This is an optimization exercise on Yosys and OpenROAD, whose aim is small area, not a production implementation. Only simulation tests tie the RTL to the original design; equivalence was not proved. In runs 2 to 7 the design's own scripts or RTL, not TritonCTS, make the clock network. No driver is modelled on the clock port, so clock power and skew are understated where the tree is cut down; a real chip needs a root buffer or a tree. No activity file was given, so power comes from the tool's default toggle rates.

<file path="flow/config.mk">
export PLATFORM = sky130hd
export DESIGN_NAME = finalDesign
export DESIGN_NICKNAME = finalDesign
export VERILOG_FILES = /design/flow/design.v
export SDC_FILE = /design/flow/constraint.sdc
export NUM_CORES = 4
export LEC_CHECK = 0
export ABC_AREA = 1
export CAP_MARGIN = 20
export CORE_MARGIN = 2
export CORE_UTILIZATION = 40
export SLEW_MARGIN = 20
</file>
<file path="flow/constraint.sdc">
create_clock -name core_clock -period 13.0 [get_ports {clk}]
set_input_delay 2.6000 -clock core_clock [delete_from_list [all_inputs] [get_ports {clk}]]
set_output_delay 2.6000 -clock core_clock [all_outputs]
set_load 0.01 [all_outputs]
</file>
<file path="flow/design.v">
module splittor(
	input clk_in,
	input rst,
	output reg c,
	output tick
);
reg o;
assign tick = c & ~o;
always @(posedge clk_in) begin
	if( rst ) begin
		c <= 1'b0;
		o <= 1'b0;
	end
	else begin
		c <= ~c;
		o <= o ^ c;
	end
end
endmodule
module counter(
	input clk,
	input rst,
	input ce,
	input en,
	input clear,
	output reg [6:0] th,
	output reg [3:0] h,
	output reg [6:0] lo
);
wire inc = ce & en & ~clear;
wire wrap = th[6] & th[0] & h[2] & h[0] & lo[5] & lo[1] & lo[0];
wire zero = rst | (ce & clear) | (inc & wrap);
wire c_lo = inc & lo[6] & lo[5] & lo[1] & lo[0];
wire c_h = c_lo & h[3] & h[0];
reg [7:0] k_lo;
reg [4:0] k_h;
reg [7:0] k_th;
integer i;
always @* begin
	k_lo[0] = inc;
	for( i = 0; i < 7; i = i + 1 ) k_lo[i+1] = k_lo[i] & lo[i];
	k_h[0] = c_lo;
	for( i = 0; i < 4; i = i + 1 ) k_h[i+1] = k_h[i] & h[i];
	k_th[0] = c_h;
	for( i = 0; i < 7; i = i + 1 ) k_th[i+1] = k_th[i] & th[i];
end
always @(posedge clk) begin
	lo <= {7{~(zero | c_lo)}} & (lo ^ k_lo[6:0]);
	h <= {4{~(zero | c_h)}} & (h ^ k_h[3:0]);
	th <= {7{~zero}} & (th ^ k_th[6:0]);
end
endmodule
module mapping(
	input wire [3:0] num,
	output wire [6:0] codeout
);
	localparam [111:0] TABLE = {
		7'b0000000, 7'b0001111, 7'b1011011, 7'b0110011, 7'b0101001, 7'b0101101,
		7'b1111011, 7'b1111111, 7'b1110000, 7'b1011111, 7'b1011011,
		7'b0110011, 7'b1111001, 7'b1101101, 7'b0110000, 7'b1111110 };
	assign codeout = TABLE[num*7 +: 7];
endmodule
module display(
	input clk,
	input rst,
	input c,
	input wire [3:0] digit,
	output wire [2:0] seg,
	output wire [6:0] codeout
);
reg [3:0] shown;
assign seg = {2'b00, (shown == 4'b1111) & ~c};
mapping m1(
	.num (shown),
	.codeout (codeout)
);
always @(posedge clk) begin
	if( rst ) shown <= 4'b1111;
	else if( c ) shown <= digit;
end
endmodule
module finalDesign(
	input clk,
	input rst,
	input start_in,
	input end_in,
	input clear_in,
	input en,
	input wire [2:0] check,
	output wire led,
	output wire [2:0] seg,
	output wire [6:0] digits,
	output reg [1:0] winner
);
wire c;
wire tick;
wire [6:0] cnt_th;
wire [3:0] cnt_h;
wire [6:0] cnt_lo;
reg [6:0] max_th;
reg [3:0] max_h;
reg [6:0] max_lo;
reg [3:0] min_h;    
reg [6:0] min_lo;
reg [3:0] avg_h;
reg [3:0] stor_h;
reg clear_logic;
reg start_flag;
reg en_logic;
reg [12:0] lfsr;
reg rnd_zero;
assign led = 1'b0;
splittor sp1(
	.clk_in (clk),
	.rst (rst),
	.c (c),
	.tick (tick)
);
counter c1(
	.clk (clk),
	.rst (rst),
	.ce (tick),
	.en (en_logic),
	.clear (clear_logic),
	.th (cnt_th),
	.h (cnt_h),
	.lo (cnt_lo)
);
display dp1(
	.clk (clk),
	.rst (rst),
	.c (c),
	.digit (stor_h),
	.seg (seg),
	.codeout (digits)
);
wire arm = en & start_in & rnd_zero;
wire start_mid = start_flag | arm;
wire stop = en & end_in & start_mid;
wire en_next = ((en_logic & ~clear_in) | arm) & ~stop;
wire start_next = start_mid & ~stop;
wire [17:0] cnt_all = {cnt_th, cnt_h, cnt_lo};
wire [17:0] max_all = {max_th, max_h, max_lo};
wire [10:0] cnt_low = {cnt_h, cnt_lo};
wire [10:0] min_all = {min_h, min_lo};
reg [18:0] ge;    
reg [11:0] gm;    
reg [7:0] k0;     
reg [7:0] s0;
reg [4:0] k1;
reg [4:0] t;
integer i;
always @* begin
	ge[0] = 1'b1;
	for( i = 0; i < 18; i = i + 1 )
		ge[i+1] = (cnt_all[i] & ~max_all[i]) | ((cnt_all[i] | ~max_all[i]) & ge[i]);
	gm[0] = 1'b1;
	for( i = 0; i < 11; i = i + 1 )
		gm[i+1] = (cnt_low[i] & ~min_all[i]) | ((cnt_low[i] | ~min_all[i]) & gm[i]);
	k0[0] = 1'b0;
	for( i = 0; i < 7; i = i + 1 ) begin
		s0[i] = max_lo[i] ^ min_lo[i] ^ k0[i];
		k0[i+1] = (max_lo[i] & min_lo[i]) | ((max_lo[i] ^ min_lo[i]) & k0[i]);
	end
	s0[7] = k0[7];
	k1[0] = s0[7] | (s0[6] & s0[5] & (s0[4] | s0[3] | s0[2]));    
	for( i = 0; i < 4; i = i + 1 ) begin
		t[i] = max_h[i] ^ min_h[i] ^ k1[i];
		k1[i+1] = (max_h[i] & min_h[i]) | ((max_h[i] ^ min_h[i]) & k1[i]);
	end
	t[4] = k1[4];
end
wire cnt_ge_max = ge[18];
wire cnt_lt_min = (cnt_th == 7'd0) & ~gm[11];
wire [3:0] u = t[4:1];
reg [3:0] avg_next;
always @* begin
	if( !max_th[0] ) avg_next = u;
	else case( u )
		4'd0: avg_next = 4'd5;
		4'd1: avg_next = 4'd6;
		4'd2: avg_next = 4'd7;
		4'd3: avg_next = 4'd8;
		4'd4: avg_next = 4'd9;
		4'd5: avg_next = 4'd0;
		4'd6: avg_next = 4'd1;
		4'd7: avg_next = 4'd2;
		4'd8: avg_next = 4'd3;
		default: avg_next = 4'd4;
	endcase
end
wire load = tick & en & start_in;
wire hit = (lfsr == 13'h0800);
always @(posedge clk) begin
	lfsr <= ~({13{load}} | {lfsr[11:0], lfsr[12] ^ lfsr[2]});
	rnd_zero <= rst | (~load & (rnd_zero | hit));
end
always @(posedge clk) begin
	if( rst ) begin
		stor_h <= 0;
		clear_logic <= 0;
		start_flag <= 0;
		en_logic <= 0;
		max_th <= 0;
		max_h <= 0;
		max_lo <= 0;
		min_h <= 4'd9;
		min_lo <= 7'd99;
		avg_h <= 0;
		winner <= 2'b00;
	end
	else if( tick ) begin
		clear_logic <= clear_in;
		en_logic <= en_next;
		start_flag <= start_next;
		if( !en ) begin
			if( check[2] ) stor_h <= avg_h;
			else if( check[1] ) stor_h <= min_h;
			else if( check[0] ) stor_h <= max_h;
			else stor_h <= cnt_h;
		end
		else if( end_in && !start_mid ) stor_h <= 4'd9;
		else stor_h <= cnt_h;
		if( stop ) begin
			if( cnt_ge_max ) begin
				max_th <= cnt_th;
				max_h <= cnt_h;
				max_lo <= cnt_lo;
			end
			if( cnt_lt_min ) begin
				min_h <= cnt_h;
				min_lo <= cnt_lo;
			end
			avg_h <= avg_next;
			winner <= cnt_ge_max ? 2'b01 : 2'b10;
		end
	end
end
endmodule
</file>
<file path="flow/flow/run.sh">
#!/bin/bash
# Own layout flow: the standard synthesis, then its combinational logic re-mapped
# with a stronger ABC script (registers untouched; several random seeds, the
# smallest result kept), then the standard ORFS steps with buf_1 port buffers.
set -euo pipefail
W=$(pwd)
R=$W/orfs/results/$FLOW_PLATFORM/finalDesign/base
LIB=$FLOW_HOME/platforms/sky130hd/lib/sky130_fd_sc_hd__tt_025C_1v80.lib

bash standard.sh "$R/1_2_yosys.v" > "$W/log_synth.txt" 2>&1
cp "$R/1_2_yosys.v" "$W/standard_synth.v"

for S in 1 2 3 4; do
  sed -e "s/-S 0/-S $S/" flow/deep.abc > "$W/deep_$S.abc"
  sed -e "s#::LIB::#$LIB#g" -e "s#::IN::#$W/standard_synth.v#" \
      -e "s#::SCRIPT::#$W/deep_$S.abc#" -e "s#::OUT::#$W/remapped_$S.v#" \
      flow/remap.ys > "$W/remap_$S.ys"
  yosys -s "$W/remap_$S.ys" > "$W/log_remap_$S.txt" 2>&1 &
done
wait
best=""; bestarea=""
for S in 1 2 3 4; do
  a=$(grep "Chip area" "$W/log_remap_$S.txt" | tail -1 | awk '{print $NF}')
  [[ -n "$a" && -s "$W/remapped_$S.v" ]] || continue
  if [[ -z "$best" ]] || awk "BEGIN{exit !($a < $bestarea)}"; then best=$S; bestarea=$a; fi
done
echo "remap seed $best area $bestarea" > "$W/log_remap_choice.txt"
cp "$W/remapped_$best.v" "$R/1_2_yosys.v"
touch "$R/1_2_yosys.v"

export BUFFER_PORTS_ARGS="-buffer_cell sky130_fd_sc_hd__buf_1"
export CTS_ARGS="-sink_clustering_enable -repair_clock_nets -dont_use_dummy_load $(cat flow/cts_args.txt 2>/dev/null || true)"
bash standard.sh finish > "$W/log_layout.txt" 2>&1
</file>
<file path="flow/flow/deep.abc">
strash
&get -n
&deepsyn -T 20 -S 0
&put
&get -n
&dch -f
&nf -R 1000
&put
</file>
<file path="flow/flow/remap.ys">
# Re-map the combinational logic of the standard synthesis; registers are kept as they are.
read_liberty -ignore_miss_func ::LIB::
read_verilog ::IN::
hierarchy -top finalDesign
blackbox sky130_fd_sc_hd__df*
flatten
rename -hide w:_*_.*
opt_clean -purge
abc -liberty ::LIB:: -dont_use sky130_fd_sc_hd__lpflow_bleeder_1 -dont_use sky130_fd_sc_hd__lpflow_clkbufkapwr_1 -dont_use sky130_fd_sc_hd__lpflow_clkbufkapwr_16 -dont_use sky130_fd_sc_hd__lpflow_clkbufkapwr_2 -dont_use sky130_fd_sc_hd__lpflow_clkbufkapwr_4 -dont_use sky130_fd_sc_hd__lpflow_clkbufkapwr_8 -dont_use sky130_fd_sc_hd__lpflow_clkinvkapwr_1 -dont_use sky130_fd_sc_hd__lpflow_clkinvkapwr_16 -dont_use sky130_fd_sc_hd__lpflow_clkinvkapwr_2 -dont_use sky130_fd_sc_hd__lpflow_clkinvkapwr_4 -dont_use sky130_fd_sc_hd__lpflow_clkinvkapwr_8 -dont_use sky130_fd_sc_hd__lpflow_decapkapwr_12 -dont_use sky130_fd_sc_hd__lpflow_decapkapwr_3 -dont_use sky130_fd_sc_hd__lpflow_decapkapwr_4 -dont_use sky130_fd_sc_hd__lpflow_decapkapwr_6 -dont_use sky130_fd_sc_hd__lpflow_decapkapwr_8 -dont_use sky130_fd_sc_hd__lpflow_inputiso0n_1 -dont_use sky130_fd_sc_hd__lpflow_inputiso0p_1 -dont_use sky130_fd_sc_hd__lpflow_inputiso1n_1 -dont_use sky130_fd_sc_hd__lpflow_inputiso1p_1 -dont_use sky130_fd_sc_hd__lpflow_inputisolatch_1 -dont_use sky130_fd_sc_hd__lpflow_isobufsrc_1 -dont_use sky130_fd_sc_hd__lpflow_isobufsrc_16 -dont_use sky130_fd_sc_hd__lpflow_isobufsrc_2 -dont_use sky130_fd_sc_hd__lpflow_isobufsrc_4 -dont_use sky130_fd_sc_hd__lpflow_isobufsrc_8 -dont_use sky130_fd_sc_hd__lpflow_isobufsrckapwr_16 -dont_use sky130_fd_sc_hd__lpflow_lsbuf_lh_hl_isowell_tap_1 -dont_use sky130_fd_sc_hd__lpflow_lsbuf_lh_hl_isowell_tap_2 -dont_use sky130_fd_sc_hd__lpflow_lsbuf_lh_hl_isowell_tap_4 -dont_use sky130_fd_sc_hd__lpflow_lsbuf_lh_isowell_4 -dont_use sky130_fd_sc_hd__lpflow_lsbuf_lh_isowell_tap_1 -dont_use sky130_fd_sc_hd__lpflow_lsbuf_lh_isowell_tap_2 -dont_use sky130_fd_sc_hd__lpflow_lsbuf_lh_isowell_tap_4 -dont_use sky130_fd_sc_hd__probe_p_8 -dont_use sky130_fd_sc_hd__probec_p_8  -script ::SCRIPT::
opt_clean -purge
hilomap -singleton -hicell sky130_fd_sc_hd__conb_1 HI -locell sky130_fd_sc_hd__conb_1 LO
splitnets
opt_clean -purge
rename -enumerate -pattern rm_% w:$* c:$*
stat -liberty ::LIB::
write_verilog -noattr -nohex -nodec ::OUT::
</file>
<file path="flow/standard.sh">
#!/bin/bash
# synth_recipe.tcl (not shown) runs the flow's synth.tcl, then flattens the netlist and writes it again
# the make line also repeats each setting of config.mk as NAME=value (left out here)
make -C /OpenROAD-flow-scripts/flow DESIGN_CONFIG=/design/flow/config.mk WORK_HOME=/design/flow/orfs CLKGATE_MAP_FILE= SYNTH_SCRIPT=/design/flow/synth_recipe.tcl "${@:-finish}"
</file>
==> results.sh, run 1 <==
export IMPL_clock_latency_ns=0.34
export IMPL_p_clk_share_pct=30.0
export IMPL_avgSynthCellArea_um2=8.54
export IMPL_die_y_um=95.6
export IMPL_drt_iter0_markers=229
export IMPL_coreArea_um2=8180
export IMPL_grt_pass1_vias=2541
export IMPL_p_switching_mw=0.113
export IMPL_period_needed_ns=4.26
export IMPL_rsz0062_at_grt="no"
export IMPL_syn_cell_area_um2=3350
export IMPL_cts_made_buffers=9
export IMPL_antenna_found_initial=0
export IMPL_power_per_cell_area_nw_per_um2=124
export IMPL_ant_nets=0
export IMPL_max_cap_violations=0
export IMPL_setup_viol=0
export IMPL_end_kind="output pin"
export IMPL_final_seq_area_um2=1600
export IMPL_hold_path_class="reg -> reg"
export IMPL_post_route_period_util_pct=32.8
export IMPL_grt_max_degree=19
export IMPL_post_route_util_pct=45.3
export IMPL_dr_total_vias=3003
export IMPL_grt_overflow_total=0
export IMPL_post_route_drc_count=0
export IMPL_io_pin_count=22
export IMPL_die_area_um2=9130
export IMPL_max_freq_mhz=235
export IMPL_clock_skew_ns=0.0163
export IMPL_arrival_ns=1.66
export IMPL_cts_tree="yes"
export IMPL_ctsLongestPathBuffers=2
export IMPL_outcome="timing/DRC/antenna clean"
export IMPL_slew_viol_final=0
export IMPL_multi_input_area_um2=1650
export IMPL_portBuffers=18
export IMPL_start_util_pct=41.0
export IMPL_p_int_mw=0.346
export IMPL_post_cts_buffers=0
export IMPL_pwr_share_comb_pct=8.7
export IMPL_ctsHtreeMaxLevel=3
export IMPL_rows=33
export IMPL_startpoint_type="flip-flop"
export IMPL_fillers=842
export IMPL_grt_pass1_wl_mm=12.4
export IMPL_cts_root_buf="clkbuf_8"
export IMPL_yosysWarnings=4
export IMPL_min_path_cells=1
export IMPL_tns_ns=0
export IMPL_r2r_cells=15
export IMPL_drt_vias_per_instance=5.67
export IMPL_path_max_fanout=10
export IMPL_dieWidth_um=95.6
export IMPL_worst_pin_slew_ns=0.878
export IMPL_drtPass1Iterations=5
export IMPL_clock_sinks=80
export IMPL_p_leak_nw=1.32
export IMPL_hold_buffers=0
export IMPL_clk_pin_slew_worst_paths_ns=0.07
export IMPL_place_congestion=0.828
export IMPL_dp_hpwl_mm=5.71
export IMPL_post_cts_resized=0
export IMPL_track_usage_pct=17.6
export IMPL_p_seq_share_pct=61.3
export IMPL_worst_ep_required_time_ns=10.40
export IMPL_num_antenna_cells=0
export IMPL_drive_above_1_share_pct=2.82
export IMPL_nets=436
export IMPL_synthToLayoutAreaGrowth_pct=10.5
export IMPL_hold_violations=0
export IMPL_routedWlPerCell_um=14.5
export IMPL_switching_share_pct=24.6
export IMPL_wirelength_mm=7.67
export IMPL_maxSlewHeadroom_pct=41.0
export IMPL_synthCells=393
export IMPL_crit_type="reg -> out"
export IMPL_ir_drop_uv=89.0
-- stage by stage --
step	hold slack (ns)	cell area [um2]	cells	power, mW	setup WS [ns]
4_1_cts	0.411	3710	530	0.465	8.71
5_1_grt	0.427	3710	530	0.482	8.58
6_report	0.406	3710	530	0.459	8.74
3_3_place_gp	0.397	3580	521	0.325	8.74
3_5_place_dp	0.400	3580	521	0.327	8.67
2_1_floorplan	0.384	3360	395	0.311	8.92
-- worst paths after layout --
path                 from         to  slack, ns
min              lfsr[11]   lfsr[12]       0.41
min reg2reg      lfsr[11]   lfsr[12]       0.41
max reg2reg      c1.lo[2]  max_lo[5]       9.69
max          dp1.shown[2]  digits[1]       8.74
-- critical path, stage by stage (launching register included) --
cell     delay (ns)
dfxtp_1        0.39
o21ai_0        0.19
nand2_1        0.07
nor2_1         0.12
a31oi_1        0.08
maj3_1         0.36
buf_1          0.13
-- final cells by class --
type                    count  share of cell area, %
well taps                 105                   3.54
inverters                  30                   3.04
repair buffers             21                   2.43
flip-flops and latches     80                   43.2
multi-input cells         285                   44.4
clock buffers               9                   3.34
-- state kept, by name (all words and copies together) (netlist names), 7 cells and up --
name	flops
min_lo	7
lfsr	13
c1.th	7
max_lo	7
max_th	7
c1.lo	7
-- layout by cell type (no fill, tap or decap), types with 5 or more instances in the layout --
master and n:
o22ai_1 16, clkinv_1 30, clkbuf_8 9, a31oi_1 6, nand2_1 33, and2_0 5
and3_1 8, a22o_1 21, dfxtp_1 80, a21oi_1 30, o21ai_0 21, nor3_1 17
nor2_1 49, a22oi_1 12, xnor2_1 5, buf_1 18, nand2b_1 5
-- per-layer routing --
layer / global-route usage (%) / vias to the layer above / routed length [um] / part of all wire (%)
li1: - / 1508 / - / -
met1: 24.7 / 1403 / 3840 / 50
met2: 26.5 / 82 / 3300 / 43
met3: 4.27 / 10 / 417 / 5.4
met4: 5.95 / 0 / 116 / 1.5
met5: 0 / - / 0 / 0
-- power groups by stage --
stage / Combinational, mW / Sequential, mW / Clock [mW]
2_1_floorplan: 0.0276 / 0.283 / 0
3_3_place_gp: 0.0386 / 0.286 / 0
3_5_place_dp: 0.0395 / 0.287 / 0
4_1_cts: 0.0401 / 0.282 / 0.143
5_1_grt: 0.0457 / 0.284 / 0.153
6_report: 0.0397 / 0.281 / 0.138
==> run 2, diff against run 1 <==
--- a/flow/flow/run.sh
+++ b/flow/flow/run.sh
@@ -1,7 +1,8 @@
 #!/bin/bash
 # Own layout flow: the standard synthesis, then its combinational logic re-mapped
 # with a stronger ABC script (registers untouched; several random seeds, the
-# smallest result kept), then the standard ORFS steps with buf_1 port buffers.
+# smallest result kept), then the standard ORFS steps with buf_1 port buffers and a
+# one-level clock distribution of our own (flow/cts.tcl).
 set -euo pipefail
 W=$(pwd)
 R=$W/orfs/results/$FLOW_PLATFORM/finalDesign/base
@@ -29,5 +30,12 @@
 touch "$R/1_2_yosys.v"
 
 export BUFFER_PORTS_ARGS="-buffer_cell sky130_fd_sc_hd__buf_1"
-export CTS_ARGS="-sink_clustering_enable -repair_clock_nets -dont_use_dummy_load $(cat flow/cts_args.txt 2>/dev/null || true)"
+bash standard.sh place > "$W/log_place.txt" 2>&1
+
+# own clock distribution instead of ORFS's CTS step
+export R LIB
+export CLK_CELL=$(sed -n 1p flow/clk.txt) CLK_LEAVES=$(sed -n 2p flow/clk.txt)
+openroad -no_init -exit flow/cts.tcl > "$W/log_cts.txt" 2>&1
+touch "$R/4_1_cts.odb" "$R/4_cts.sdc"
+
 bash standard.sh finish > "$W/log_layout.txt" 2>&1
==> flow/flow/clk.txt (new file) <==
sky130_fd_sc_hd__clkbuf_16
4
==> flow/flow/cts.tcl (new file) <==
# Clock distribution in place of ORFS's CTS step: the clock port drives
# $::env(CLK_LEAVES) clock buffers ($::env(CLK_CELL)), each driving one
# k-means cluster of the register clock pins from its cluster's centre.
set R $::env(R)
read_db $R/3_place.odb
read_liberty $::env(LIB)
read_sdc $R/3_place.sdc
source $::env(FLOW_HOME)/platforms/sky130hd/setRC.tcl

set block [ord::get_db_block]
set master [[ord::get_db] findMaster $::env(CLK_CELL)]
set clknet [$block findNet clk]
set k $::env(CLK_LEAVES)
set pts {}
foreach it [$clknet getITerms] {
  set bb [[$it getInst] getBBox]
  lappend pts [list $it [expr {([$bb xMin] + [$bb xMax]) / 2.0}] [expr {([$bb yMin] + [$bb yMax]) / 2.0}]]
}
set n [llength $pts]
# initial centres: points spread along the sorted x order
set sorted [lsort -real -index 1 $pts]
for {set g 0} {$g < $k} {incr g} {
  set p [lindex $sorted [expr {int(($g + 0.5) * $n / $k)}]]
  set cx($g) [lindex $p 1]; set cy($g) [lindex $p 2]
}
for {set iter 0} {$iter < 50} {incr iter} {
  for {set g 0} {$g < $k} {incr g} { set sx($g) 0.0; set sy($g) 0.0; set cnt($g) 0 }
  set assign {}
  foreach p $pts {
    lassign $p it x y
    set best 0; set bd 1e30
    for {set g 0} {$g < $k} {incr g} {
      set d [expr {abs($x - $cx($g)) + abs($y - $cy($g))}]
      if {$d < $bd} { set bd $d; set best $g }
    }
    lappend assign $best
    set sx($best) [expr {$sx($best) + $x}]; set sy($best) [expr {$sy($best) + $y}]; incr cnt($best)
  }
  for {set g 0} {$g < $k} {incr g} {
    if {$cnt($g) > 0} { set cx($g) [expr {$sx($g) / $cnt($g)}]; set cy($g) [expr {$sy($g) / $cnt($g)}] }
  }
}
for {set g 0} {$g < $k} {incr g} {
  set net($g) [odb::dbNet_create $block clknet_leaf_$g]
  $net($g) setSigType CLOCK
}
foreach p $pts g $assign {
  set it [lindex $p 0]
  $it disconnect
  $it connect $net($g)
}
for {set g 0} {$g < $k} {incr g} {
  set inst [odb::dbInst_create $block $master clkbuf_leaf_$g]
  [$inst findITerm A] connect $clknet
  [$inst findITerm X] connect $net($g)
  $inst setLocation [expr {int($cx($g))}] [expr {int($cy($g))}]
  $inst setPlacementStatus PLACED
  puts "clock buffer $g drives $cnt($g) pins"
}
$clknet setSigType CLOCK
detailed_placement
check_placement -verbose
set_propagated_clock [all_clocks]
estimate_parasitics -placement
set worst 0
foreach pin [all_registers -clock_pins] {
  foreach e {rise fall} {
    set s [sta::time_sta_ui [get_property $pin slew_max_$e]]
    if {$s > $worst} { set worst $s }
  }
}
puts "worst register clock pin slew (placement estimate): $worst"
report_checks -path_delay min_max
write_db $R/4_1_cts.odb
write_sdc -no_timestamp $R/4_cts.sdc
--- a/flow/config.mk
+++ b/flow/config.mk
@@ -9,4 +9,5 @@
 export CAP_MARGIN = 20
 export CORE_MARGIN = 2
 export CORE_UTILIZATION = 40
+export GPL_TIMING_DRIVEN = 0
 export SLEW_MARGIN = 20
==> run 2 against run 1 <==
  * Clock skew fell by 0.0052 ns
  * Critical path depth fell by 2
  * Cell area down 0.78%
  * First-iteration DRC count decreased by 34%
  * Sequential power is essentially flat
  * Largest power group unchanged
  * Via count down 1.9%
==> results.sh, run 2 <==
export IMPL_coreArea_um2=8180
export IMPL_tns_ns=0
export IMPL_final_common_cell="dfxtp_1"
export IMPL_regToRegSetupSlack_ns=9.53
export IMPL_grt_pass1_wl_mm=12.5
export IMPL_worst_ep_required_time_ns=13.09
export IMPL_grt_pass1_vias=2669
export IMPL_final_cell_mix="dfxtp_1, nor2_1, nand2_1, clkinv_1, a21oi_1"
export IMPL_start_util_pct=41.0
export IMPL_portBuffers=18
export IMPL_max_cap_violations=0
export IMPL_fillers=807
export IMPL_die_y_um=95.6
export IMPL_hold_violations=0
export IMPL_post_route_period_util_pct=33.1
export IMPL_path_cells="buf_1 -> and4b_1 -> and4b_1 -> a22o_1"
export IMPL_path_delay_family="simple AND/OR/NAND/NOR gates"
export IMPL_power_per_cell_area_nw_per_um2=119
export IMPL_routedWlPerCell_um=14.4
export IMPL_syn_cell_area_um2=3350
export IMPL_synthToLayoutAreaGrowth_pct=9.66
export IMPL_drt_vias_per_instance=5.63
export IMPL_worst_pin_slew_ns=0.858
export IMPL_slew_viol_final=0
export IMPL_track_usage_pct=16.8
export IMPL_largest_reg_flops=13
export IMPL_p_leak_nw=1.29
export IMPL_largest_register="lfsr"
export IMPL_rows=33
export IMPL_synthCells=393
export IMPL_grt_max_degree=24
export IMPL_arrival_ns=4.39
export IMPL_clk_pin_slew_worst_paths_ns=0.08
export IMPL_ant_nets=0
export IMPL_finalPower_mw=0.437
export IMPL_cpPeakStageDelay_ns=0.77
export IMPL_yosysWarnings=4
export IMPL_setup_viol=0
export IMPL_min_to="lfsr[1]"
export IMPL_ir_drop_uv=78.1
export IMPL_rr_startpoint="sp1.c"
export IMPL_r2r_cells=11
export IMPL_io_pin_count=22
export IMPL_num_antenna_cells=0
export IMPL_min_delay_start="lfsr[0]"
export IMPL_path_max_fanout=18
export IMPL_clock_latency_ns=0.15
export IMPL_crit_top_cell="and4b_1"
export IMPL_dr_total_vias=2947
export IMPL_avgSynthCellArea_um2=8.54
export IMPL_drive_above_1_share_pct=1.44
export IMPL_maxSlewHeadroom_pct=42.4
export IMPL_antenna_found_initial=0
export IMPL_period_needed_ns=4.30
export IMPL_max_freq_mhz=232
export IMPL_dp_hpwl_mm=5.61
export IMPL_min_path_cells=1
export IMPL_crit_type="in -> reg"
export IMPL_place_congestion=0.866
export IMPL_post_route_drc_count=0
export IMPL_rsz0062_at_grt="no"
export IMPL_wirelength_mm=7.51
export IMPL_drt_iter0_markers=152
export IMPL_cp_slowest_cell="and4b_1"
export IMPL_startpoint_type="input port"
export IMPL_outcome="timing/DRC/antenna clean"
export IMPL_clock_skew_ns=0.0111
export IMPL_end_kind="flip-flop"
export IMPL_nets=429
export IMPL_drtPass1Iterations=4
export IMPL_grt_overflow_total=0
export IMPL_r2r_end="c1.th[6]"
export IMPL_path_buf_inv=1
export IMPL_hold_path_class="reg -> reg"
export IMPL_dieWidth_um=95.6
export IMPL_die_area_um2=9130
-- run 2: final cells by class --
| cell class | instances | area, um2 | share of cell area [%] |
|---|---|---|---|
| Timing Repair Buffer | 19 | 78.8 | 2.14 |
| Buffer | 4 | 100 | 2.72 |
| Sequential cell | 80 | 1600 | 43.5 |
| Inverter | 30 | 113 | 3.06 |
| Tap cell | 105 | 131 | 3.57 |
| Multi-Input combinational cell | 285 | 1650 | 45.0 |
-- run 2: worst max-delay path by stage --
stage,from,to,slack [ns],cells past startpoint
5_1_grt,en,max_h[1],8.55,4
6_report,en,max_h[0],8.70,4
3_5_place_dp,en,max_lo[4],8.51,4
3_3_place_gp,start_in,max_lo[1],8.19,5
2_1_floorplan,start_in,max_h[0],8.92,4
-- run 2: report_power, final --
group	total [mW]	switching (mW)	internal [mW]	leakage (nW)
Sequential	0.281	0.0135	0.267	0.652
Clock	0.117	0.0613	0.0559	0.0493
Combinational	0.0392	0.0232	0.0160	0.592
-- run 2: worst reg2reg max path: cells and delay by family, from the launching register on --
kind | cells | cell delay, ns
XOR/XNOR | 1 | 0.15
flip-flops | 1 | 0.38
AND/OR/NAND/NOR | 10 | 2.83
-- run 2: per-layer routing --
metal	vias to the layer above	track usage, %	share of wire (%)
met3	7	1.26	4.8
met4	0	1.90	1.4
met1	1390	23.0	48
met2	49	29.8	46
met5	-	0	0
li1	1501	-	-
-- run 2: stage by stage --
stage                     area [um2]  worst slack, ns  cells  utilization, %  hold WS (ns)
final                           3680             8.70    523            45.0         0.410
after global routing            3680             8.55    523            45.0         0.432
after detailed placement        3580             8.51    519            43.8         0.400
after global placement          3560             8.19    518            43.6         0.397
after floorplan                 3360             8.92    395               -         0.384
==> run 3, diff against run 2 <==
==> flow/flow/clk.txt (replaced) <==
sky130_fd_sc_hd__buf_12
4
--- a/flow/flow/cts.tcl
+++ b/flow/flow/cts.tcl
@@ -1,6 +1,6 @@
 # Clock distribution in place of ORFS's CTS step: the clock port drives
 # $::env(CLK_LEAVES) clock buffers ($::env(CLK_CELL)), each driving one
-# k-means cluster of the register clock pins from its cluster's centre.
+# balanced k-means cluster of the register clock pins from its cluster's centre.
 set R $::env(R)
 read_db $R/3_place.odb
 read_liberty $::env(LIB)
@@ -23,23 +23,33 @@
   set p [lindex $sorted [expr {int(($g + 0.5) * $n / $k)}]]
   set cx($g) [lindex $p 1]; set cy($g) [lindex $p 2]
 }
-for {set iter 0} {$iter < 50} {incr iter} {
+# k-means with balanced clusters: pairs (pin, centre) are taken in order of
+# distance, each centre taking at most ceil(n / k) pins
+set cap [expr {($n + $k - 1) / $k}]
+for {set iter 0} {$iter < 30} {incr iter} {
+  set pairs {}
+  for {set i 0} {$i < $n} {incr i} {
+    lassign [lindex $pts $i] it x y
+    for {set g 0} {$g < $k} {incr g} {
+      lappend pairs [list [expr {abs($x - $cx($g)) + abs($y - $cy($g))}] $i $g]
+    }
+  }
+  set pairs [lsort -real -index 0 $pairs]
   for {set g 0} {$g < $k} {incr g} { set sx($g) 0.0; set sy($g) 0.0; set cnt($g) 0 }
-  set assign {}
-  foreach p $pts {
-    lassign $p it x y
-    set best 0; set bd 1e30
-    for {set g 0} {$g < $k} {incr g} {
-      set d [expr {abs($x - $cx($g)) + abs($y - $cy($g))}]
-      if {$d < $bd} { set bd $d; set best $g }
-    }
-    lappend assign $best
-    set sx($best) [expr {$sx($best) + $x}]; set sy($best) [expr {$sy($best) + $y}]; incr cnt($best)
+  array unset of
+  foreach pr $pairs {
+    lassign $pr d i g
+    if {[info exists of($i)] || $cnt($g) >= $cap} { continue }
+    set of($i) $g
+    lassign [lindex $pts $i] it x y
+    set sx($g) [expr {$sx($g) + $x}]; set sy($g) [expr {$sy($g) + $y}]; incr cnt($g)
   }
   for {set g 0} {$g < $k} {incr g} {
     if {$cnt($g) > 0} { set cx($g) [expr {$sx($g) / $cnt($g)}]; set cy($g) [expr {$sy($g) / $cnt($g)}] }
   }
 }
+set assign {}
+for {set i 0} {$i < $n} {incr i} { lappend assign $of($i) }
 for {set g 0} {$g < $k} {incr g} {
   set net($g) [odb::dbNet_create $block clknet_leaf_$g]
   $net($g) setSigType CLOCK
==> run 3 against run 2 <==
  * Wire length rose by 0.68%
  * Clock skew up 0.0041 ns
  * Synthesized area unchanged
  * First-iteration DRC count down 7.2%
  * Cell count unchanged
  * Clock power fell by 3%
  * Sequential cell count did not move
  * Global-route usage increased by 0.12 points
  * Utilization shrank 0.24 points
  * Critical path type unchanged
  * Largest cell class unchanged
  * Largest power group unchanged
  * Critical endpoint is now max_lo[1]
==> results.sh, run 3 <==
export IMPL_outcome="timing/DRC/antenna clean"
export IMPL_hold_violations=0
export IMPL_ant_nets=0
export IMPL_max_freq_mhz=230
export IMPL_dieWidth_um=95.6
export IMPL_avgSynthCellArea_um2=8.54
export IMPL_p_leak_nw=1.28
export IMPL_post_route_period_util_pct=33.5
export IMPL_clock_latency_ns=0.13
export IMPL_critPathCapture="max_lo[1]"
export IMPL_dpl_cell_area_um2=3580
export IMPL_coreArea_um2=8180
export IMPL_crit_top_cell="and4b_1"
export IMPL_track_usage_pct=16.9
export IMPL_post_place_cells=519
export IMPL_io_pin_count=22
export IMPL_fillers=814
export IMPL_largest_register="lfsr"
export IMPL_cp_slowest_cell="and4b_1"
export IMPL_synthToLayoutAreaGrowth_pct=9.06
export IMPL_dp_hpwl_mm=5.61
export IMPL_critical_path_startpoint="en"
export IMPL_grt_pass1_wl_mm=12.5
export IMPL_period_needed_ns=4.36
export IMPL_met1_usage_pct=22.8
export IMPL_antenna_found_initial=0
export IMPL_worst_pin_slew_ns=0.906
export IMPL_drtPass1Iterations=4
export IMPL_crit_type="in -> reg"
export IMPL_place_congestion=0.866
export IMPL_r2r_end="c1.th[6]"
export IMPL_post_route_drc_count=0
export IMPL_routedWlPerCell_um=14.5
export IMPL_final_common_cell="dfxtp_1"
export IMPL_worst_ep_required_time_ns=13.06
export IMPL_path_max_fanout=18
export IMPL_p_switching_mw=0.0997
export IMPL_setup_viol=0
export IMPL_power_per_cell_area_nw_per_um2=118
export IMPL_regToRegSetupSlack_ns=9.49
export IMPL_die_area_um2=9130
export IMPL_p_seq_share_pct=64.9
export IMPL_fin_cells=523
export IMPL_p_clk_share_pct=26.1
export IMPL_clock_skew_ns=0.0153
export IMPL_pwr_share_comb_pct=9.1
export IMPL_rows=33
export IMPL_r2r_cells=11
export IMPL_switching_share_pct=23.0
export IMPL_tns_ns=0
export IMPL_end_kind="flip-flop"
export IMPL_path_cells="buf_1 -> and4b_1 -> and4b_1 -> a22o_1"
export IMPL_dr_total_vias=2950
export IMPL_min_delay_start="lfsr[3]"
export IMPL_nets=429
export IMPL_clk_pin_slew_worst_paths_ns=0.09
export IMPL_p_int_mw=0.334
export IMPL_wirelength_mm=7.57
export IMPL_die_y_um=95.6
export IMPL_max_cap_violations=0
export IMPL_num_antenna_cells=0
export IMPL_maxSlewHeadroom_pct=39.2
export IMPL_final_cell_mix="dfxtp_1, nor2_1, nand2_1, clkinv_1, a21oi_1"
export IMPL_drive_above_1_share_pct=1.44
export IMPL_met3_usage_pct=1.11
export IMPL_portBuffers=18
export IMPL_startpoint_type="input port"
export IMPL_start_util_pct=41.0
export IMPL_rsz0062_at_grt="no"
export IMPL_cpPeakStageDelay_ns=0.78
export IMPL_grt_pass1_vias=2678
export IMPL_rr_startpoint="sp1.c"
export IMPL_grt_max_degree=21
export IMPL_ir_drop_uv=62.9
export IMPL_grtUsageMet2_pct=30.7
export IMPL_yosysWarnings=4
export IMPL_slew_viol_final=0
export IMPL_drt_iter0_markers=141
export IMPL_largest_reg_flops=13
export IMPL_syn_cell_area_um2=3350
export IMPL_arrival_ns=4.41
export IMPL_grt_busiest_layer="met2"
export IMPL_hold_path_class="reg -> reg"
export IMPL_grt_overflow_total=0
export IMPL_drt_vias_per_instance=5.64
export IMPL_design_area_um2=3660
export IMPL_post_route_util_pct=44.8
export IMPL_synthCells=393
-- run 3: worst min path at each step --
stage | to | slack (ns) | depth (start not counted)
after floorplan | lfsr[12] | 0.38 | 1
after global placement | lfsr[12] | 0.40 | 1
after detailed placement | lfsr[1] | 0.40 | 1
after global routing | lfsr[12] | 0.43 | 1
final | lfsr[4] | 0.40 | 1
-- run 3: stage by stage --
stage	hold WS [ns]	setup slack (ns)	power, mW
finish	0.402	8.64	0.433
global route	0.430	8.53	0.458
detailed placement	0.400	8.51	0.327
global placement	0.397	8.19	0.324
floorplan	0.384	8.92	0.311
-- run 3: cell type report --
type                       instances  area [um2]  share of cell area (%)
sequential                        80        1600                    43.8
tap                              105         131                    3.59
buffer                             4        80.1                    2.19
timing repair buffer              19        78.8                    2.15
inverter                          30         113                    3.08
multi-input combinational        285        1650                    45.2
-- run 3: routing by layer --
metal / up-vias / wire length, um
met1: 1373 / 3460
met5: - / 0
li1: 1504 / -
met4: 0 / 123
met3: 7 / 457
met2: 66 / 3520
-- run 3: power by group through the flow --
stage	clock [mW]	combinational [mW]	sequential (mW)
floorplan	0	0.0276	0.283
global placement	0	0.0377	0.286
detailed placement	0	0.0395	0.287
global route	0.127	0.0465	0.284
finish	0.113	0.0393	0.281
-- run 3: worst max-delay path: cells and delay by family --
family / cells / cell delay (ns)
simple gates: 2 / 1.27
buf+inv: 1 / 0.30
compound gates: 1 / 0.24
==> run 4, diff against run 3 <==
==> flow/flow/clk.txt (replaced) <==
sky130_fd_sc_hd__clkbuf_8
4
--- a/flow/config.mk
+++ b/flow/config.mk
@@ -8,6 +8,6 @@
 export ABC_AREA = 1
 export CAP_MARGIN = 20
 export CORE_MARGIN = 2
-export CORE_UTILIZATION = 40
+export CORE_UTILIZATION = 65
 export GPL_TIMING_DRIVEN = 0
 export SLEW_MARGIN = 20
==> run 4 against run 3 <==
  * Cell area fell by 1.9%
  * Register-to-register slack got worse by 0.12 ns
  * Synthesized area did not move
  * Still clean on timing, DRC and antenna
  * Global-route usage rose by 8.3 points
  * Highest routed layer unchanged
  * Via count barely moved
  * Sequential share of layout area rose by 0.84 points
  * Total power fell by 5.8%
  * Die area fell by 37%
==> results.sh, run 4 <==
export IMPL_clk_pin_slew_worst_paths_ns=0.11
export IMPL_dieWidth_um=75.8
export IMPL_pwr_share_comb_pct=9.5
export IMPL_end_kind="flip-flop"
export IMPL_rows=26
export IMPL_yosysWarnings=4
export IMPL_synthToLayoutAreaGrowth_pct=7.01
export IMPL_fin_ws_ns=8.69
export IMPL_coreArea_um2=5040
export IMPL_finalPower_mw=0.408
export IMPL_worst_ep_required_time_ns=13.12
export IMPL_ir_drop_uv=106
export IMPL_clock_skew_ns=0.00774
export IMPL_place_congestion=0.869
export IMPL_grt_pass1_vias=2465
export IMPL_p_switching_mw=0.0959
export IMPL_post_place_cells=484
export IMPL_p_clk_share_pct=21.7
export IMPL_rsz0062_at_grt="no"
export IMPL_p_int_mw=0.312
export IMPL_fin_cells=488
export IMPL_wirelength_mm=7.30
export IMPL_hold_violations=0
export IMPL_final_common_cell="dfxtp_1"
export IMPL_outcome="timing/DRC/antenna clean"
export IMPL_switching_share_pct=23.5
export IMPL_arrival_ns=4.42
export IMPL_drive_above_1_share_pct=1.44
export IMPL_grt_max_degree=21
export IMPL_post_route_drc_count=0
export IMPL_period_needed_ns=4.31
export IMPL_drt_vias_per_instance=6.04
export IMPL_dp_hpwl_mm=5.43
export IMPL_setup_viol=0
export IMPL_p_leak_nw=1.27
export IMPL_track_usage_pct=25.2
export IMPL_start_util_pct=66.5
export IMPL_final_cell_mix="dfxtp_1, nor2_1, nand2_1, clkinv_1, a21oi_1"
export IMPL_grt_pass1_wl_mm=11.4
export IMPL_max_freq_mhz=232
export IMPL_tns_ns=0
export IMPL_dr_total_vias=2948
export IMPL_crit_type="in -> reg"
export IMPL_io_pin_count=22
export IMPL_synthCells=393
export IMPL_hold_path_class="reg -> reg"
export IMPL_drt_iter0_markers=221
export IMPL_startpoint_type="input port"
export IMPL_maxSlewHeadroom_pct=43.0
export IMPL_portBuffers=18
export IMPL_power_per_cell_area_nw_per_um2=114
export IMPL_antenna_found_initial=0
export IMPL_drtPass1Iterations=5
export IMPL_nets=429
export IMPL_max_cap_violations=0
export IMPL_worst_pin_slew_ns=0.849
export IMPL_ant_nets=0
export IMPL_post_route_period_util_pct=33.1
export IMPL_clock_latency_ns=0.17
export IMPL_largest_register="lfsr"
export IMPL_path_max_fanout=18
export IMPL_hold_slack_ns=0.411
export IMPL_die_y_um=75.8
export IMPL_avgSynthCellArea_um2=8.54
export IMPL_slew_viol_final=0
export IMPL_pre_cts_slack_ns=8.52
export IMPL_largest_reg_flops=13
export IMPL_die_area_um2=5750
export IMPL_grt_overflow_total=0
export IMPL_routedWlPerCell_um=15.0
export IMPL_num_antenna_cells=0
export IMPL_p_seq_share_pct=68.9
export IMPL_syn_cell_area_um2=3350
==> run 4: worst paths after layout <==
check | from | endpoint | slack (ns) | cells after the start
min reg2reg | lfsr[11] | lfsr[12] | 0.41 | 1
max reg2reg | sp1.c | c1.th[6] | 9.37 | 11
min | lfsr[11] | lfsr[12] | 0.41 | 1
max | en | max_th[5] | 8.69 | 4
==> run 4: layer usage <==
| metal | vias to the layer above | GRT usage, % | routed length (um) |
|---|---|---|---|
| li1 | 1501 | - | - |
| met1 | 1378 | 34.0 | 3440 |
| met2 | 59 | 44.9 | 3470 |
| met3 | 10 | 1.72 | 275 |
| met4 | 0 | 4.29 | 114 |
| met5 | - | 0 | 0 |
==> run 4: cell type report <==
class | count | area [um2]
multi-input cells | 285 | 1650
inverters | 30 | 113
plain buffers | 4 | 55.1
fillers | 455 | 1450
flip-flops and latches | 80 | 1600
repair buffers | 19 | 78.8
well taps | 70 | 87.6
==> run 4: power groups by stage <==
stage                     logic [mW]  clock network [mW]  registers [mW]
after global routing          0.0448              0.0983           0.285
after detailed placement      0.0390                   0           0.287
after floorplan               0.0276                   0           0.283
final                         0.0386              0.0884           0.281
after global placement        0.0366                   0           0.286
==> run 4: through the flow <==
stage	utilization, %	area [um2]
3_5_place_dp	70.1	3530
3_3_place_gp	69.8	3520
6_report	71.2	3590
2_1_floorplan	-	3360
5_1_grt	71.2	3590
==> run 4: critical path, cell delays in order <==
cell     delay, ns
buf_1         0.27
and4b_1       0.53
and4b_1       0.79
a22o_1        0.22
==> run 5, diff against run 4 <==
--- a/flow/design.v
+++ b/flow/design.v
@@ -173,31 +173,31 @@
 wire cnt_ge_max = ge[18];
 wire cnt_lt_min = (cnt_th == 7'd0) & ~gm[11];
 wire [3:0] u = t[4:1];
-reg [3:0] avg_next;
-always @* begin
-	if( !max_th[0] ) avg_next = u;
-	else case( u )
-		4'd0: avg_next = 4'd5;
-		4'd1: avg_next = 4'd6;
-		4'd2: avg_next = 4'd7;
-		4'd3: avg_next = 4'd8;
-		4'd4: avg_next = 4'd9;
-		4'd5: avg_next = 4'd0;
-		4'd6: avg_next = 4'd1;
-		4'd7: avg_next = 4'd2;
-		4'd8: avg_next = 4'd3;
-		default: avg_next = 4'd4;
-	endcase
-end
+localparam [127:0] ADD5 = {
+	4'd2, 4'd3, 4'd0, 4'd11, 4'd8, 4'd3, 4'd4, 4'd3,
+	4'd2, 4'd1, 4'd0, 4'd9, 4'd8, 4'd7, 4'd6, 4'd5,
+	4'd15, 4'd14, 4'd13, 4'd12, 4'd11, 4'd10, 4'd9, 4'd8,
+	4'd7, 4'd6, 4'd5, 4'd4, 4'd3, 4'd2, 4'd1, 4'd0 };
+wire [3:0] avg_next = ADD5[{max_th[0], u}*4 +: 4];
 wire load = tick & en & start_in;
 wire hit = (lfsr == 13'h0800);
 always @(posedge clk) begin
 	lfsr <= ~({13{load}} | {lfsr[11:0], lfsr[12] ^ lfsr[2]});
 	rnd_zero <= rst | (~load & (rnd_zero | hit));
 end
+wire false_start = en & end_in & ~start_mid;
+wire sel_avg = tick & ~en & check[2];
+wire sel_min = tick & ~en & ~check[2] & check[1];
+wire sel_max = tick & ~en & ~check[2] & ~check[1] & check[0];
+wire sel_cnt = tick & (en ? ~end_in | start_mid : ~|check);
+wire sel_9 = tick & false_start;
+wire sel_hold = ~tick;
+wire [3:0] stor_next = ({4{sel_avg}} & avg_h) | ({4{sel_min}} & min_h) |
+	({4{sel_max}} & max_h) | ({4{sel_cnt}} & cnt_h) | ({4{sel_9}} & 4'd9) |
+	({4{sel_hold}} & stor_h);
+always @(posedge clk) stor_h <= {4{~rst}} & stor_next;
 always @(posedge clk) begin
 	if( rst ) begin
-		stor_h <= 0;
 		clear_logic <= 0;
 		start_flag <= 0;
 		en_logic <= 0;
@@ -213,14 +213,6 @@
 		clear_logic <= clear_in;
 		en_logic <= en_next;
 		start_flag <= start_next;
-		if( !en ) begin
-			if( check[2] ) stor_h <= avg_h;
-			else if( check[1] ) stor_h <= min_h;
-			else if( check[0] ) stor_h <= max_h;
-			else stor_h <= cnt_h;
-		end
-		else if( end_in && !start_mid ) stor_h <= 4'd9;
-		else stor_h <= cnt_h;
 		if( stop ) begin
 			if( cnt_ge_max ) begin
 				max_th <= cnt_th;
==> flow/flow/clk.txt (replaced) <==
sky130_fd_sc_hd__buf_12
4
==> run 5 against run 4 <==
  * Still clean
  * Wire length grew 0.14%
  * Die area fell by 0.61%
  * Worst hold slack better by 0.0084 ns
==> results.sh, run 5 <==
export IMPL_r2r_cells=17
export IMPL_post_route_period_util_pct=37.6
export IMPL_rsz0062_at_grt="no"
export IMPL_period_needed_ns=4.89
export IMPL_routed_wl_met3_um=259
export IMPL_pwr_share_comb_pct=8.8
export IMPL_multi_input_area_um2=1640
export IMPL_worst_pin_slew_ns=0.910
export IMPL_hold_path_class="reg -> reg"
export IMPL_dp_hpwl_mm=5.10
export IMPL_final_seq_area_um2=1600
export IMPL_die_y_um=75.6
export IMPL_rr_startpoint="c1.lo[1]"
export IMPL_slew_viol_final=0
export IMPL_min_delay_start="lfsr[9]"
export IMPL_track_usage_pct=25.5
export IMPL_crit_type="in -> reg"
export IMPL_drive_above_1_share_pct=1.49
export IMPL_p_int_mw=0.333
export IMPL_clk_pin_slew_worst_paths_ns=0.08
export IMPL_startpoint_type="input port"
export IMPL_drtPass1Iterations=7
export IMPL_avgSynthCellArea_um2=8.77
export IMPL_clock_latency_ns=0.13
export IMPL_synthToLayoutAreaGrowth_pct=7.43
export IMPL_wl_met1_mm=3.53
export IMPL_grt_overflow_total=0
export IMPL_coreArea_um2=5040
export IMPL_min_to="lfsr[10]"
export IMPL_antenna_found_initial=0
export IMPL_maxSlewHeadroom_pct=39.3
export IMPL_num_antenna_cells=0
export IMPL_yosysWarnings=4
export IMPL_clock_skew_ns=0.0100
export IMPL_min_path_cells=1
export IMPL_drt_vias_per_instance=6.18
export IMPL_start_util_pct=66.1
export IMPL_post_route_util_pct=71.0
export IMPL_portBuffers=18
export IMPL_end_kind="flip-flop"
export IMPL_p_switching_mw=0.0992
export IMPL_drt_iter0_markers=164
export IMPL_wl_met2_mm=3.40
export IMPL_io_pin_count=22
export IMPL_p_seq_share_pct=65.3
export IMPL_max_freq_mhz=205
export IMPL_post_place_cells=470
export IMPL_tns_ns=0
export IMPL_fillers=443
export IMPL_arrival_ns=4.95
export IMPL_die_area_um2=5720
export IMPL_synthCells=380
export IMPL_final_common_cell="dfxtp_1"
export IMPL_worst_ep_required_time_ns=13.06
export IMPL_hold_violations=0
export IMPL_ant_nets=0
export IMPL_switching_share_pct=23.0
export IMPL_grt_pass1_vias=2562
export IMPL_rows=26
export IMPL_p_leak_nw=1.27
export IMPL_setup_viol=0
export IMPL_r2r_end="max_lo[0]"
export IMPL_fin_cells=474
export IMPL_dieWidth_um=75.6
export IMPL_regToRegSetupSlack_ns=8.99
export IMPL_largest_register="lfsr"
export IMPL_max_cap_violations=0
export IMPL_grt_pass1_wl_mm=11.7
export IMPL_wirelength_mm=7.31
export IMPL_syn_cell_area_um2=3330
export IMPL_ir_drop_uv=99.4
export IMPL_p_clk_share_pct=25.9
export IMPL_nets=415
export IMPL_final_cell_mix="dfxtp_1, nor2_1, a21oi_1, clkinv_1"
export IMPL_path_max_fanout=18
export IMPL_outcome="timing/DRC/antenna clean"
export IMPL_dr_total_vias=2928
export IMPL_routedWlPerCell_um=15.4
export IMPL_grt_max_degree=22
export IMPL_top_layer_used="met4"
export IMPL_post_route_drc_count=0
export IMPL_largest_reg_flops=13
export IMPL_place_congestion=0.860
export IMPL_power_per_cell_area_nw_per_um2=121
-- run 5: power by group through the flow --
stage / registers [mW] / clock network, mW / logic (mW)
after global placement: 0.286 / 0 / 0.0360
after global routing: 0.285 / 0.122 / 0.0441
final: 0.282 / 0.112 / 0.0379
after floorplan: 0.283 / 0 / 0.0275
after detailed placement: 0.287 / 0 / 0.0380
-- run 5: metrics by stage --
step                cell area (um2)  power (mW)  hold slack, ns  worst slack (ns)
floorplan                      3340       0.311           0.384              8.82
global placement               3500       0.322           0.397              7.72
detailed placement             3500       0.325           0.411              8.01
global route                   3580       0.451           0.442              7.98
finish                         3580       0.432           0.420              8.11
-- run 5: critical path, cell delays in order --
cell	delay (ns)
buf_1	0.17
nand3_1	0.17
nor2_1	0.71
o221ai_1	0.32
nor2_2	0.71
a22o_1	0.25
-- run 5: routing by layer --
layer | vias to the layer above | global-route usage [%]
met4 | 0 | 4.09
met2 | 58 | 43.0
li1 | 1472 | -
met3 | 10 | 1.72
met1 | 1388 | 36.9
met5 | - | 0
-- run 5: worst max-delay path by stage --
stage	startpoint	endpoint	slack [ns]	cells past startpoint
final	en	max_lo[0]	8.11	6
after global routing	en	max_lo[5]	7.98	6
after detailed placement	en	max_lo[0]	8.01	6
after global placement	en	max_lo[4]	7.72	6
after floorplan	en	max_h[0]	8.82	5
-- run 5: cell type report --
cell class                      instances  share of cell area [%]
Buffer                                  4                    2.24
Inverter                               28                    2.94
Multi-Input combinational cell        274                    45.8
Tap cell                               70                    2.45
Sequential cell                        80                    44.7
Timing Repair Buffer                   18                    1.89
==> run 6, diff against run 5 <==
==> flow/flow/clk.txt (replaced) <==
sky130_fd_sc_hd__clkbuf_8
4
==> run 6 against run 5 <==
  * Highest routed layer unchanged
  * Sequential cell count stayed put
  * Cell count is 1.1% lower
  * Die area is 0.78% lower
  * Global-route usage is 0.80 points lower
  * Utilization is 2.1 points higher
  * Largest cell class unchanged
  * Still clean on timing, DRC and antenna
  * Fmax is 0.38% lower
  * Total power is 6.0% lower
  * Largest power group unchanged
  * Sequential power hardly changed
  * Critical path type unchanged
  * Clock skew is 0.0027 ns lower
==> results.sh, run 6 <==
export IMPL_outcome="timing/DRC/antenna clean"
export IMPL_maxSlewHeadroom_pct=29.1
export IMPL_p_leak_nw=1.22
export IMPL_switching_share_pct=23.5
export IMPL_track_usage_pct=24.7
export IMPL_rows=25
export IMPL_grt_pass1_wl_mm=11.3
export IMPL_dr_total_vias=2932
export IMPL_p_clk_share_pct=21.9
export IMPL_slew_viol_final=0
export IMPL_p_seq_share_pct=69.3
export IMPL_max_cap_violations=0
export IMPL_antenna_found_initial=0
export IMPL_tns_ns=0
export IMPL_final_common_cell="dfxtp_1"
export IMPL_met1_usage_pct=35.1
export IMPL_p_int_mw=0.310
export IMPL_hold_path_class="reg -> reg"
export IMPL_drive_above_1_share_pct=1.24
export IMPL_syn_cell_area_um2=3310
export IMPL_power_per_cell_area_nw_per_um2=115
export IMPL_p_switching_mw=0.0956
export IMPL_grt_busiest_layer="met2"
export IMPL_die_area_um2=5670
export IMPL_crit_type="in -> reg"
export IMPL_post_route_drc_count=0
export IMPL_io_pin_count=22
export IMPL_grt_max_degree=21
export IMPL_dp_hpwl_mm=5.13
export IMPL_worst_ep_required_time_ns=13.12
export IMPL_place_congestion=0.891
export IMPL_drt_vias_per_instance=6.25
export IMPL_grt_pass1_vias=2522
export IMPL_largest_reg_flops=13
export IMPL_drt_iter0_markers=259
export IMPL_nets=413
export IMPL_grtUsageMet2_pct=43.3
export IMPL_routedWlPerCell_um=15.1
export IMPL_rsz0062_at_grt="no"
export IMPL_largest_register="lfsr"
export IMPL_setup_viol=0
export IMPL_synthCells=378
export IMPL_r2r_cells=17
export IMPL_yosysWarnings=4
export IMPL_final_cell_mix="dfxtp_1, nor2_1, nand2_1, clkinv_1, a21oi_1"
export IMPL_post_route_period_util_pct=37.7
export IMPL_max_freq_mhz=204
export IMPL_arrival_ns=5.03
export IMPL_end_kind="flip-flop"
export IMPL_ant_nets=0
export IMPL_coreArea_um2=4820
export IMPL_worst_pin_slew_ns=1.06
export IMPL_path_max_fanout=18
export IMPL_pwr_share_comb_pct=8.9
export IMPL_synthToLayoutAreaGrowth_pct=6.55
export IMPL_hold_violations=0
export IMPL_period_needed_ns=4.90
export IMPL_met3_usage_pct=1.72
export IMPL_avgSynthCellArea_um2=8.75
export IMPL_finalPower_mw=0.406
export IMPL_num_antenna_cells=0
export IMPL_startpoint_type="input port"
export IMPL_dieWidth_um=75.3
export IMPL_drtPass1Iterations=5
export IMPL_grt_overflow_total=0
export IMPL_die_y_um=75.3
export IMPL_wirelength_mm=7.06
export IMPL_min_path_cells=1
export IMPL_portBuffers=18
export IMPL_ir_drop_uv=86.1
export IMPL_clk_pin_slew_worst_paths_ns=0.12
export IMPL_start_util_pct=68.6
export IMPL_clock_skew_ns=0.00736
export IMPL_clock_latency_ns=0.17
run 6: per-stage QoR:
stage               cell area [um2]  hold slack (ns)  utilization [%]  setup WS [ns]  std cells
floorplan                      3310            0.384                -           8.75        380
global placement               3460            0.394             71.9           7.99        465
detailed placement             3470            0.406             72.0           7.93        465
global route                   3520            0.442             73.1           7.94        469
finish                         3520            0.421             73.1           8.10        469
run 6: worst max-delay path: stages:
cell and delay [ns]:
buf_1 0.17, nand2_1 0.08, nor3_1 0.73, o221a_1 0.35, and2_0 0.84, a22o_1 0.24
run 6: final cells by class:
type,count,area (um2)
fillers,392,1290
multi-input cells,271,1610
plain buffers,4,55.1
flip-flops and latches,80,1600
inverters,29,109
repair buffers,18,67.6
well taps,67,83.8
run 6: power by group through the flow:
stage                     Combinational, mW  Clock, mW  Sequential [mW]
after floorplan                      0.0260          0            0.283
after global placement               0.0340          0            0.286
after detailed placement             0.0359          0            0.287
after global routing                 0.0412     0.0974            0.284
final                                0.0360     0.0888            0.281
run 6: layer usage:
| metal | up-vias | wire length [um] | part of all wire [%] |
|---|---|---|---|
| met2 | 99 | 3220 | 46 |
| met4 | 0 | 48 | 0.68 |
| met1 | 1353 | 3280 | 46 |
| li1 | 1475 | - | - |
| met5 | - | 0 | 0 |
| met3 | 5 | 510 | 7.2 |
run 6: final timing paths:
| kind | to | from | slack, ns |
|---|---|---|---|
| max | max_h[1] | en | 8.10 |
| min | lfsr[12] | lfsr[11] | 0.42 |
| max reg2reg | max_h[1] | c1.lo[0] | 9.16 |
| min reg2reg | lfsr[12] | lfsr[11] | 0.42 |
==> run 7, diff against run 6 <==
--- a/flow/design.v
+++ b/flow/design.v
@@ -107,7 +107,7 @@
 reg clear_logic;
 reg start_flag;
 reg en_logic;
-reg [12:0] lfsr;
+reg [10:0] lfsr;
 reg rnd_zero;
 assign led = 1'b0;
 splittor sp1(
@@ -180,9 +180,9 @@
 	4'd7, 4'd6, 4'd5, 4'd4, 4'd3, 4'd2, 4'd1, 4'd0 };
 wire [3:0] avg_next = ADD5[{max_th[0], u}*4 +: 4];
 wire load = tick & en & start_in;
-wire hit = (lfsr == 13'h0800);
-always @(posedge clk) begin
-	lfsr <= ~({13{load}} | {lfsr[11:0], lfsr[12] ^ lfsr[2]});
+wire hit = tick & (lfsr == 11'h4be);
+always @(posedge clk) begin
+	lfsr <= ~({11{load}} | {lfsr[9:0], lfsr[10] ^ lfsr[8]});
 	rnd_zero <= rst | (~load & (rnd_zero | hit));
 end
 wire false_start = en & end_in & ~start_mid;
--- a/flow/flow/run.sh
+++ b/flow/flow/run.sh
@@ -11,16 +11,16 @@
 bash standard.sh "$R/1_2_yosys.v" > "$W/log_synth.txt" 2>&1
 cp "$R/1_2_yosys.v" "$W/standard_synth.v"
 
-for S in 1 2 3 4; do
+for S in 1 2 3 4 5 6 7 8; do
   sed -e "s/-S 0/-S $S/" flow/deep.abc > "$W/deep_$S.abc"
   sed -e "s#::LIB::#$LIB#g" -e "s#::IN::#$W/standard_synth.v#" \
       -e "s#::SCRIPT::#$W/deep_$S.abc#" -e "s#::OUT::#$W/remapped_$S.v#" \
       flow/remap.ys > "$W/remap_$S.ys"
   yosys -s "$W/remap_$S.ys" > "$W/log_remap_$S.txt" 2>&1 &
+  if (( S % 4 == 0 )); then wait; fi
 done
-wait
 best=""; bestarea=""
-for S in 1 2 3 4; do
+for S in 1 2 3 4 5 6 7 8; do
   a=$(grep "Chip area" "$W/log_remap_$S.txt" | tail -1 | awk '{print $NF}')
   [[ -n "$a" && -s "$W/remapped_$S.v" ]] || continue
   if [[ -z "$best" ]] || awk "BEGIN{exit !($a < $bestarea)}"; then best=$S; bestarea=$a; fi
@@ -36,6 +36,11 @@
 export R LIB
 export CLK_CELL=$(sed -n 1p flow/clk.txt) CLK_LEAVES=$(sed -n 2p flow/clk.txt)
 openroad -no_init -exit flow/cts.tcl > "$W/log_cts.txt" 2>&1
+slew=$(grep "worst register clock pin slew" "$W/log_cts.txt" | awk '{print $NF}')
+if awk "BEGIN{exit !($slew > 126)}"; then
+  export CLK_CELL=sky130_fd_sc_hd__buf_12
+  openroad -no_init -exit flow/cts.tcl > "$W/log_cts_retry.txt" 2>&1
+fi
 touch "$R/4_1_cts.odb" "$R/4_cts.sdc"
 
 bash standard.sh finish > "$W/log_layout.txt" 2>&1
--- a/flow/flow/cts.tcl
+++ b/flow/flow/cts.tcl
@@ -79,7 +79,8 @@
     if {$s > $worst} { set worst $s }
   }
 }
-puts "worst register clock pin slew (placement estimate): $worst"
+# time_sta_ui of the property value comes out in units of 1e-6 ps here
+puts "worst register clock pin slew (placement estimate, ps): [expr {$worst / 1e6}]"
 report_checks -path_delay min_max
 write_db $R/4_1_cts.odb
 write_sdc -no_timestamp $R/4_cts.sdc
==> run 7 against run 6 <==
  * Sequential share of layout area is 1.1 points lower
  * Cell area is 0.18% lower
  * Combinational power is 4% higher
  * Largest cell class unchanged
  * Fmax is 7.9% higher
  * Worst setup slack better by 0.36 ns
  * Worst hold slack better by 0.0033 ns
  * Highest routed layer unchanged
==> results.sh, run 7 <==
export IMPL_outcome="timing/DRC/antenna clean"
export IMPL_rsz0062_at_grt="no"
export IMPL_io_pin_count=22
export IMPL_tns_ns=0
export IMPL_routedWlPerCell_um=14.8
export IMPL_syn_cell_area_um2=3280
export IMPL_p_leak_nw=1.21
export IMPL_rows=25
export IMPL_post_route_drc_count=0
export IMPL_cpPeakStageDelay_ns=0.71
export IMPL_dieWidth_um=75.1
export IMPL_dp_hpwl_mm=5.07
export IMPL_grt_pass1_wl_mm=11.3
export IMPL_nets=413
export IMPL_arrival_ns=4.66
export IMPL_hold_path_class="reg -> reg"
export IMPL_grt_pass1_vias=2491
export IMPL_die_area_um2=5640
export IMPL_path_max_fanout=23
export IMPL_maxSlewHeadroom_pct=32.6
export IMPL_post_route_period_util_pct=35.0
export IMPL_power_per_cell_area_nw_per_um2=113
export IMPL_clock_latency_ns=0.17
export IMPL_clk_pin_slew_worst_paths_ns=0.12
export IMPL_hold_violations=0
export IMPL_track_usage_pct=24.8
export IMPL_worst_pin_slew_ns=1.00
export IMPL_dr_total_vias=2923
export IMPL_path_buf_inv=1
export IMPL_path_cells="buf_1 -> nor2_1 -> o21ai_0 -> a21oi_2 -> nor2_2 -> a22o_1"
export IMPL_wirelength_mm=6.94
export IMPL_largest_reg_flops=11
export IMPL_regToRegSetupSlack_ns=9.62
export IMPL_path_delay_family="simple AND/OR/NAND/NOR gates"
export IMPL_largest_register="lfsr"
export IMPL_die_y_um=75.1
export IMPL_avgSynthCellArea_um2=8.71
export IMPL_finalPower_mw=0.397
export IMPL_clock_skew_ns=0.00730
export IMPL_grt_max_degree=24
export IMPL_final_common_cell="dfxtp_1"
export IMPL_drive_above_1_share_pct=1.74
export IMPL_crit_type="in -> reg"
export IMPL_antenna_found_initial=0
export IMPL_place_congestion=0.860
export IMPL_final_cell_mix="dfxtp_1, nor2_1, a21oi_1, clkinv_1, nand2_1"
export IMPL_yosysWarnings=4
export IMPL_period_needed_ns=4.55
export IMPL_setup_viol=0
export IMPL_max_cap_violations=0
export IMPL_drtPass1Iterations=5
export IMPL_portBuffers=18
export IMPL_synthToLayoutAreaGrowth_pct=7.05
export IMPL_cp_slowest_cell="buf_1"
export IMPL_ant_nets=0
export IMPL_grt_overflow_total=0
export IMPL_start_util_pct=68.6
export IMPL_worst_ep_required_time_ns=13.11
export IMPL_slew_viol_final=0
export IMPL_max_freq_mhz=220
export IMPL_drt_iter0_markers=202
export IMPL_ir_drop_uv=78.1
export IMPL_end_kind="flip-flop"
export IMPL_startpoint_type="input port"
export IMPL_num_antenna_cells=0
export IMPL_coreArea_um2=4790
export IMPL_drt_vias_per_instance=6.23
export IMPL_synthCells=377
## run 7: cell type report
class / count / area [um2]
Buffer: 4 / 55.1
Fill cell: 392 / 1270
Inverter: 27 / 101
Multi-Input combinational cell: 274 / 1640
Sequential cell: 78 / 1560
Tap cell: 67 / 83.8
Timing Repair Buffer: 19 / 78.8
## run 7: path summary, 6_finish.rpt
kind,depth (start not counted),endpoint,start
min reg2reg,1,lfsr[8],lfsr[7]
min,1,lfsr[8],lfsr[7]
max reg2reg,17,max_th[3],c1.lo[3]
max,6,max_th[3],rst
## run 7: power by group
group	total [mW]	internal (mW)	switching, mW
sequential	0.272	0.259	0.0133
clock	0.0871	0.0288	0.0583
combinational	0.0375	0.0153	0.0222
## run 7: metrics by stage
step	utilization (%)	worst slack, ns	hold WS [ns]	instances	instance area [um2]
after floorplan	-	8.23	0.383	379	3290
after global placement	71.9	7.05	0.395	464	3440
after detailed placement	72.3	8.32	0.407	465	3460
after global routing	73.5	8.28	0.439	469	3520
final	73.5	8.45	0.424	469	3520
## run 7: metal layers
metal  global-route usage, %  up-vias  share of wire, %
met3                   0.937        6               5.1
met2                    42.4       89                46
met5                       0        -                 0
li1                        -     1451                 -
met4                    3.57        0               1.1
met1                    36.0     1377                48

-- port drivers added, routing unchanged --
How much do the figures lean on ideal ports? The routed layouts below were timed once more, with nothing changed but the port constraints. Step 1, drivers: a clkbuf_16 drives clk and a buf_2 each remaining input, both assumed. Step 2 adds t to the input delays and takes it off the output delays; t is the mean of the earliest and latest rising clock arrival at the registers after step 1. Input paths then give back, and output paths get back, about the clock's delay inside the block. a / b / c = ideal ports / drivers / drivers and shift; a / b = the first two.
| run | t, ns | setup slack, ns | clock arrival spread, ns | worst slew at a driven data input, ns |
|---|---|---|---|---|
| run 1 | 0.366 | 8.736 / 8.705 / 8.592 | 0.017 / 0.017 | 0.03 |
| run 2 | 0.226 | 8.698 / 8.756 / 8.530 | 0.012 / 0.012 | 0.04 |
| run 3 | 0.203 | 8.643 / 8.703 / 8.501 | 0.016 / 0.015 | 0.03 |
| run 4 | 0.228 | 8.694 / 8.729 / 8.501 | 0.008 / 0.008 | 0.03 |
| run 5 | 0.202 | 8.114 / 8.169 / 7.967 | 0.012 / 0.012 | 0.03 |
| run 6 | 0.225 | 8.095 / 8.131 / 7.906 | 0.007 / 0.008 | 0.03 |
| run 7 | 0.224 | 8.454 / 8.482 / 8.258 | 0.007 / 0.008 | 0.03 |
After both steps setup and hold are still met in every run listed. The setup slack of run 7, which loses most, moves by +0.028 ns with the drivers and by -0.196 ns with both steps.
